This design comes from an exercise in tuning for small area, a short achievable clock period and few clock cycles on the open sky130 flow, not from production work. Function was checked by simulation only, so behaviour that the tests miss may differ from the original.

==> 12-20: inputs <==
## fpu
module fpu
  (input  fp16_t          fpuIn1, fpuIn2, fpuIn3,
   input  logic [3:0]   op,
   input  logic         clock, reset, start,
   output fp16_t          fpuOut,
   output logic         fpuDone,
   output condCode_t    condCodes,
   output statusFlag_t  statusFlags,
   output fpuComp_t     comps);
  localparam int FRACW = 10;
  localparam int EXPW = 5;
  localparam int EXP_MAX = (1 << EXPW) - 2;
  localparam int BIAS = (1 << (EXPW - 1)) - 1;
  localparam logic [15:0] NAN = 16'h7E00;
  localparam int DIV_K = 4;
  localparam int DIV_NCYC = 5;
  localparam bit DIV_MERGED = 1'b0;
  localparam int DIV_LAT = DIV_MERGED ? DIV_NCYC : DIV_NCYC + 1;
  fp16_t a, b;
  logic [3:0] opr;
  always_ff @(posedge clock) begin
    a <= fpuIn1;
    b <= fpuIn2;
    opr <= op;
  end
  logic [2:0] cnt;
  logic [2:0] lat;
  logic opValid;
  logic isFMA;
  assign isFMA = opr[2] & ~opr[3];
  always_comb begin
    opValid = 1'b1;
    unique case (opr)
      FPU_DIV: lat = 3'(DIV_LAT);
      FPU_FMAD, FPU_FMS, FPU_FNMAD, FPU_FNMS: lat = 3'd2;
      FPU_ADD, FPU_SUB, FPU_MUL: lat = 3'd1;
      default: begin
        lat = 3'd1;
        opValid = 1'b0;
      end
    endcase
  end
  always_ff @(posedge clock, posedge reset) begin
    if (reset) begin
      cnt <= 3'd0;
      fpuDone <= 1'b0;
    end
    else begin
      if (cnt != 3'd0 || start)
        cnt <= cnt + 3'(cnt != 3'd7);
      if ((cnt == lat && opValid) || (cnt == 3'd0 && start && (op == FPU_MAX || op == FPU_MIN)))
        fpuDone <= 1'b1;
    end
  end
  logic isInf1, isInf2, isNaN1, isNaN2;
  fpuIsSpecialValue #(.FRACW(FRACW), .EXPW(EXPW))
                    specVal1(.fpuIn(fpuIn1), .inf(isInf1), .nan(isNaN1)),
                    specval2(.fpuIn(fpuIn2), .inf(isInf2), .nan(isNaN2));
  logic anyNaNs;
  assign anyNaNs = (isNaN1 | isNaN2);
  logic NV, DZ;
  assign NV = anyNaNs ||
  ...
make LEC_CHECK=0 CAP_MARGIN=20 CORE_MARGIN=2 CORE_UTILIZATION=65 PLACE_DENSITY=0.75 SLEW_MARGIN=20 finish   # period 65.0 ns
run.sh (not shown) runs the stock make flow with config.mk's settings and CLKGATE_MAP_FILE= SYNTH_SCRIPT=/design/flow/synth_recipe.tcl, a recipe that flattens the netlist after the stock synthesis.
==> 09-25 (differences from 12-20) <==
--- a/flow/design.v
+++ b/flow/design.v
@@ -91,12 +91,13 @@
    input  logic [PFW - 1:0]         unnormFrac,
    input  logic [EXPW - 1:0]        unnormExp,
    input  logic [EXPW - 1:0]        denormDiff,
    input  logic                     sticky,
    input  logic                     OFin,
    input  logic                     div,
+   input  logic                     ddFromLzc,   
    output fp16_t                    normOut,
    output opStatusFlag_t            opStatusFlags);
   logic [21:0] x;
   assign x = {unnormInt, unnormFrac};
   logic [4:0] lzc;
   fpuLZC #(.WIDTH(PFW)) lz(.lzcIn(unnormFrac), .lzcOut(lzc));
@@ -113,30 +114,32 @@
       preRoundExp = lzcOK ? unnormExp - lzc : 5'd0;
     else
       preRoundExp = unnormExp;
   end
   logic preRoundOF;
   assign preRoundOF = caseA & ~denormalized & (unnormExp == 5'd30);
+  logic [4:0] dd;
+  assign dd = ddFromLzc ? lzc + 5'd1 : denormDiff;
   logic [4:0] absDD;
-  assign absDD = denormDiff[4] ? (~denormDiff + 5'd1) : denormDiff;
+  assign absDD = dd[4] ? (~dd + 5'd1) : dd;
   logic [5:0] absDDp1, absDDm1;
   assign absDDp1 = {1'b0, absDD} + 6'd1;
   assign absDDm1 = {1'b0, absDD} - 6'd1;
   logic shLeft;
   logic [5:0] shAmt;
   logic [21:0] xl;
   always_comb begin
     xl = x;
     if (denormalized) begin
       if (caseA) begin
         xl = {x[21:1], 1'b0};
-        shLeft = (denormDiff[4] ^ div) && (absDD != 5'd0);
+        shLeft = (dd[4] ^ div) && (absDD != 5'd0);
         shAmt = shLeft ? absDDm1 : absDDp1;
       end
       else begin
-        shLeft = (denormDiff[4] ^ div);
+        shLeft = (dd[4] ^ div);
         shAmt = absDDp1;
       end
     end
     else begin
       shLeft = caseB & lzcOK;
       shAmt = caseA ? 6'd1 : (shLeft ? {1'b0, lzc} : 6'd0);
@@ -437,47 +440,36 @@
   (input  logic               sub,
    input  fp16_t              fpuIn1, fpuIn2,
    output logic               unnormSign,
    output logic [1:0]         unnormInt,
    output logic [2 * FRACW - 1:0] unnormFrac,
    output logic [EXPW - 1:0]  unnormExp,
-   output logic [EXPW - 1:0]  denormDiff,
    output logic               sticky);
-  logic effS1;
   logic effS2;
-  assign effS1 = fpuIn1.sign;
   assign effS2 = fpuIn2.sign ^ sub;
-  fp16_t largeNum;
-  fp16_t smallNum;
-  fpuAddSubSorter  sorter(.*);
-  logic effSignLarge, effSignSmall;
-  always_comb begin
-    if (largeNum == fpuIn1) begin
-      effSignLarge = effS1;
-      effSignSmall = effS2;
-    end
-    else begin
-      effSignLarge = effS2;
-      effSignSmall = effS1;
-    end
-  end
+  logic in1Larger;
+  assign in1Larger = {fpuIn1.exp, fpuIn1.frac} > {fpuIn2.exp, fpuIn2.frac};
+  fp16_t largeNum, smallNum;
+  assign largeNum = in1Larger ? fpuIn1 : fpuIn2;
+  assign smallNum = in1Larger ? fpuIn2 : fpuIn1;
+  assign unnormSign = (in1Larger || fpuIn1 == fpuIn2) ? fpuIn1.sign : effS2;
+  logic [EXPW - 1:0] expDiff;
+  assign expDiff = (largeNum.exp == EXPW'(0) ? EXPW'(1) : largeNum.exp) -
+                   (smallNum.exp == EXPW'(0) ? EXPW'(1) : smallNum.exp);
+  logic [FRACW + 1:0] extFrac;
   logic [FRACW - 1:0] shiftedOut;
-  fp16_t alignedSmallNum;
-  fpuAddSubAligner #(.FRACW(FRACW), .EXPW(EXPW)) aligner(.*);
+  assign {extFrac, shiftedOut} = {smallNum.exp != '0 ? 1'b1 : 1'b0, smallNum.frac, FRACW'(0)} >> expDiff;
+  assign sticky = (shiftedOut != FRACW'(0));
   logic [2 * FRACW:0] extLargeFrac;
   logic [2 * FRACW:0] extSmallFrac;
   assign extLargeFrac = {~(largeNum.exp == 0), largeNum.frac, FRACW'(0)};
-  assign extSmallFrac = {(alignedSmallNum == smallNum && smallNum.exp != EXPW'(0)), alignedSmallNum.frac, shiftedOut};
-  assign {unnormInt, unnormFrac} = (effSignLarge == effSignSmall) ?
+  assign extSmallFrac = {(largeNum.exp == smallNum.exp && smallNum.exp != EXPW'(0)), extFrac[FRACW - 1:0], shiftedOut};
+  assign {unnormInt, unnormFrac} = (fpuIn1.sign == effS2) ?
                                    (extLargeFrac + extSmallFrac) :
                                    (extLargeFrac - extSmallFrac);
-  logic [EXPW - 1:0] lzc;
-  fpuLZC #(.WIDTH(2 * FRACW)) LZC(.lzcIn(unnormFrac), .lzcOut(lzc));
-  assign unnormSign = effSignLarge;
   assign unnormExp = largeNum.exp;
-  assign denormDiff = lzc + EXPW'(1);
 endmodule
 module fpuComp
   (input  fp16_t   fpuIn1, fpuIn2,
    input  logic  isInf1, isInf2,
    input  logic  isNaN1, isNaN2,
    output logic  lt, eq, gt);
@@ -598,17 +590,14 @@
   localparam int BIAS = (1 << (EXPW - 1)) - 1;
   localparam logic [15:0] NAN = 16'h7E00;
   localparam int DIV_K = 4;
   localparam int DIV_NCYC = 5;
   localparam bit DIV_MERGED = 1'b0;
   localparam int DIV_LAT = DIV_MERGED ? DIV_NCYC : DIV_NCYC + 1;
-  fp16_t a, b;
   logic [3:0] opr;
   always_ff @(posedge clock) begin
-    a <= fpuIn1;
-    b <= fpuIn2;
     opr <= op;
   end
   logic [2:0] cnt;
   logic [2:0] lat;
   logic opValid;
   logic isFMA;
@@ -668,38 +657,38 @@
   fp16_t normOut;
   always_ff @(posedge clock) begin
     if (cnt == 3'd0)
       addX <= fpuIn1;
     else if (fmaMulPhase)
       addX <= normOut;
-    addY <= (op[2] & ~op[3]) ? fpuIn3 : fpuIn2;
+    addY <= (isFMA && cnt != 3'd0) ? fpuIn3 : fpuIn2;
   end
   logic          mSign, aSign, dSign;
   logic [1:0]    mInt, aInt, dInt;
   logic [19:0]   mFrac, aFrac, dFrac;
   logic [4:0]    mExp, aExp, dExp;
   logic [4:0]    mDD, aDD, dDD;
   logic          mSticky, aSticky, dSticky;
   logic          mOF, dOF;
   fpuMulFront #(.FRACW(FRACW), .EXPW(EXPW), .EXP_MAX(EXP_MAX), .BIAS(BIAS))
-              mulFront(.fpuIn1(a), .fpuIn2(b), .unnormSign(mSign), .unnormInt(mInt),
+              mulFront(.fpuIn1(addX), .fpuIn2(addY), .unnormSign(mSign), .unnormInt(mInt),
                        .unnormFrac(mFrac), .unnormExpOut(mExp), .denormDiff(mDD),
                        .sticky(mSticky), .OFin(mOF));
   fpuAddSubFront #(.FRACW(FRACW), .EXPW(EXPW))
                  addFront(.sub(opr[0]), .fpuIn1(addX), .fpuIn2(addY),
                           .unnormSign(aSign), .unnormInt(aInt), .unnormFrac(aFrac),
-                          .unnormExp(aExp), .denormDiff(aDD), .sticky(aSticky));
+                          .unnormExp(aExp), .sticky(aSticky));
   logic [10:0] divisor;
   logic [19:0] quotient, quotientNext;
-  fpuDivisor #(.FRACW(FRACW)) divisorSig(.fpuIn2(b), .divisor);
+  fpuDivisor #(.FRACW(FRACW)) divisorSig(.fpuIn2(addY), .divisor);
   fpuDivIter #(.K(DIV_K), .NCYC(DIV_NCYC))
              divIter(.clock, .first(cnt == 3'd1), .run(cnt != 3'd0 && cnt <= 3'(DIV_NCYC)),
-                     .dividendSig({~(a.exp == 0), a.frac}), .divisor,
+                     .dividendSig({~(addX.exp == 0), addX.frac}), .divisor,
                      .quotient, .quotientNext);
   fpuDivFront #(.FRACW(FRACW), .EXPW(EXPW), .EXP_MAX(EXP_MAX), .BIAS(BIAS))
-              divFront(.fpuIn1(a), .fpuIn2(b),
+              divFront(.fpuIn1(addX), .fpuIn2(addY),
                        .significandDivOut(DIV_MERGED ? quotientNext : quotient),
                        .unnormSign(dSign), .unnormInt(dInt), .unnormFrac(dFrac),
                        .unnormExpOut(dExp), .denormDiff(dDD), .sticky(dSticky), .OFin(dOF));
   logic          nSign;
   logic [1:0]    nInt;
   logic [19:0]   nFrac;
@@ -710,39 +699,45 @@
       {nSign, nInt, nFrac, nExp, nDD, nSticky, nOF} = {dSign, dInt, dFrac, dExp, dDD, dSticky, dOF};
     end
     else if (useMul) begin
       {nSign, nInt, nFrac, nExp, nDD, nSticky, nOF} = {mSign, mInt, mFrac, mExp, mDD, mSticky, mOF};
     end
     else begin
-      {nSign, nInt, nFrac, nExp, nDD, nSticky, nOF} = {aSign, aInt, aFrac, aExp, aDD, aSticky, 1'b0};
+      {nSign, nInt, nFrac, nExp, nDD, nSticky, nOF} = {aSign, aInt, aFrac, aExp, 5'd0, aSticky, 1'b0};
     end
   end
   assign nDiv = useDiv;
   opStatusFlag_t normFlags;
   fpuNormalizer #(.FRACW(FRACW), .EXPW(EXPW), .EXP_MAX(EXP_MAX), .PFW(2 * FRACW))
                 normalizer(.unnormSign(nSign), .unnormInt(nInt), .unnormFrac(nFrac),
                            .unnormExp(nExp), .denormDiff(nDD), .sticky(nSticky),
-                           .OFin(nOF), .div(nDiv), .normOut(normOut),
+                           .OFin(nOF), .div(nDiv), .ddFromLzc(~useMul & ~useDiv), .normOut(normOut),
                            .opStatusFlags(normFlags));
   logic isArith, isMaxMin;
   assign isArith = ~op[3];
   assign isMaxMin = (op == FPU_MAX) || (op == FPU_MIN);
   fp16_t res;
-  logic resArith, resNaN, resNeg;
+  logic resArith, resNaN, resNeg, resMaxMin, resSelIn1;
   opStatusFlag_t resFlags;
   logic [1:0] resNVDZ;
   always_ff @(posedge clock) begin
-    if (isMaxMin)
-      res <= ((op[0] ? lt : gt)) ? fpuIn1 : fpuIn2;
-    else
-      res <= normOut;
+    res <= normOut;
     resArith <= isArith;
     resNaN <= isArith & anyNaNs;
     resNeg <= isArith & op[2] & op[1];
+    resMaxMin <= isMaxMin;
+    resSelIn1 <= op[0] ? lt : gt;
     resFlags <= isArith ? normFlags : 3'd0;
     resNVDZ <= {NV, DZ};
     comps <= {lt, eq, gt};
   end
-  assign fpuOut = resNaN ? NAN : {res.sign ^ resNeg, res.exp, res.frac};
+  always_comb begin
+    if (resMaxMin)
+      fpuOut = resSelIn1 ? addX : addY;
+    else if (resNaN)
+      fpuOut = NAN;
+    else
+      fpuOut = {res.sign ^ resNeg, res.exp, res.frac};
+  end
   assign condCodes = {resArith && (res == '0), 1'b0, resArith && res.sign, 1'b0};
   assign statusFlags = {resNVDZ, resFlags};
 endmodule
- ABC_AREA: unset -> 1
- CORE_UTILIZATION: 65 -> 80
- PLACE_DENSITY: 0.75 -> 0.88
==> run summary <==
area occupied by multi-input gates -> 18400 sq um
Crit. Startpoint -> addX[14]
status -> finished clean
met3 Use GR -> 13.7%
clk slew on worst S/H paths -> 0.08 ns
Non-clock buffers -> 114
Core Rows -> 68
final net count -> 3300
Clock buf/inv share -> 2.61%
Initial Util -> 66.4%
[end of results for 12-20]
==> run summary <==
status -> finished clean
Non-clock buffers -> 95
Seq/Total Area, Yosys -> 12.8%
Area after DPL -> 21200 sq um
final net count -> 3621
leading area contributor after synthesis -> nand2_1
Core Rows -> 58
met3 Use GR -> 14.3%
Crit. Startpoint -> addY[8]
Initial Util -> 81.3%
[end of results for 09-25]
Testbench counts of 12-20, summed over its fixed seeds: cycles 11,239.
Testbench counts of 09-25, summed over its fixed seeds: cycles 11,239.

[afterwards: timing with drivers on the ports]
The flow's constraints put no driver on any port. The routed layouts listed below were extracted and timed again, unchanged, in two steps. Step 1 sets driving cells, clkbuf_16 on the clock port and buf_2 on the other inputs (assumed; they add their load-dependent delay and slew). Step 2 moves the port delays by t, midway between the first and last clock arrival at a register: inputs arrive t later, outputs are due t later. That takes back most of the time a late clock gives input paths. a / b / c = ideal / step 1 / step 2; a / b = the first two.
run | t (ns) | setup slack, ns | worst hold slack (ns) | worst setup path at the end | latest minus earliest clock arrival (ns)
12-20 | 0.496 | 46.961 / 46.961 / 46.961 | 0.546 / 0.546 / 0.546 | register to register | 0.016 / 0.017
09-25 | 0.433 | 48.602 / 48.602 / 48.602 | 0.517 / 0.517 / 0.517 | register to register | 0.029 / 0.029
After both steps setup and hold are still met in every run listed.
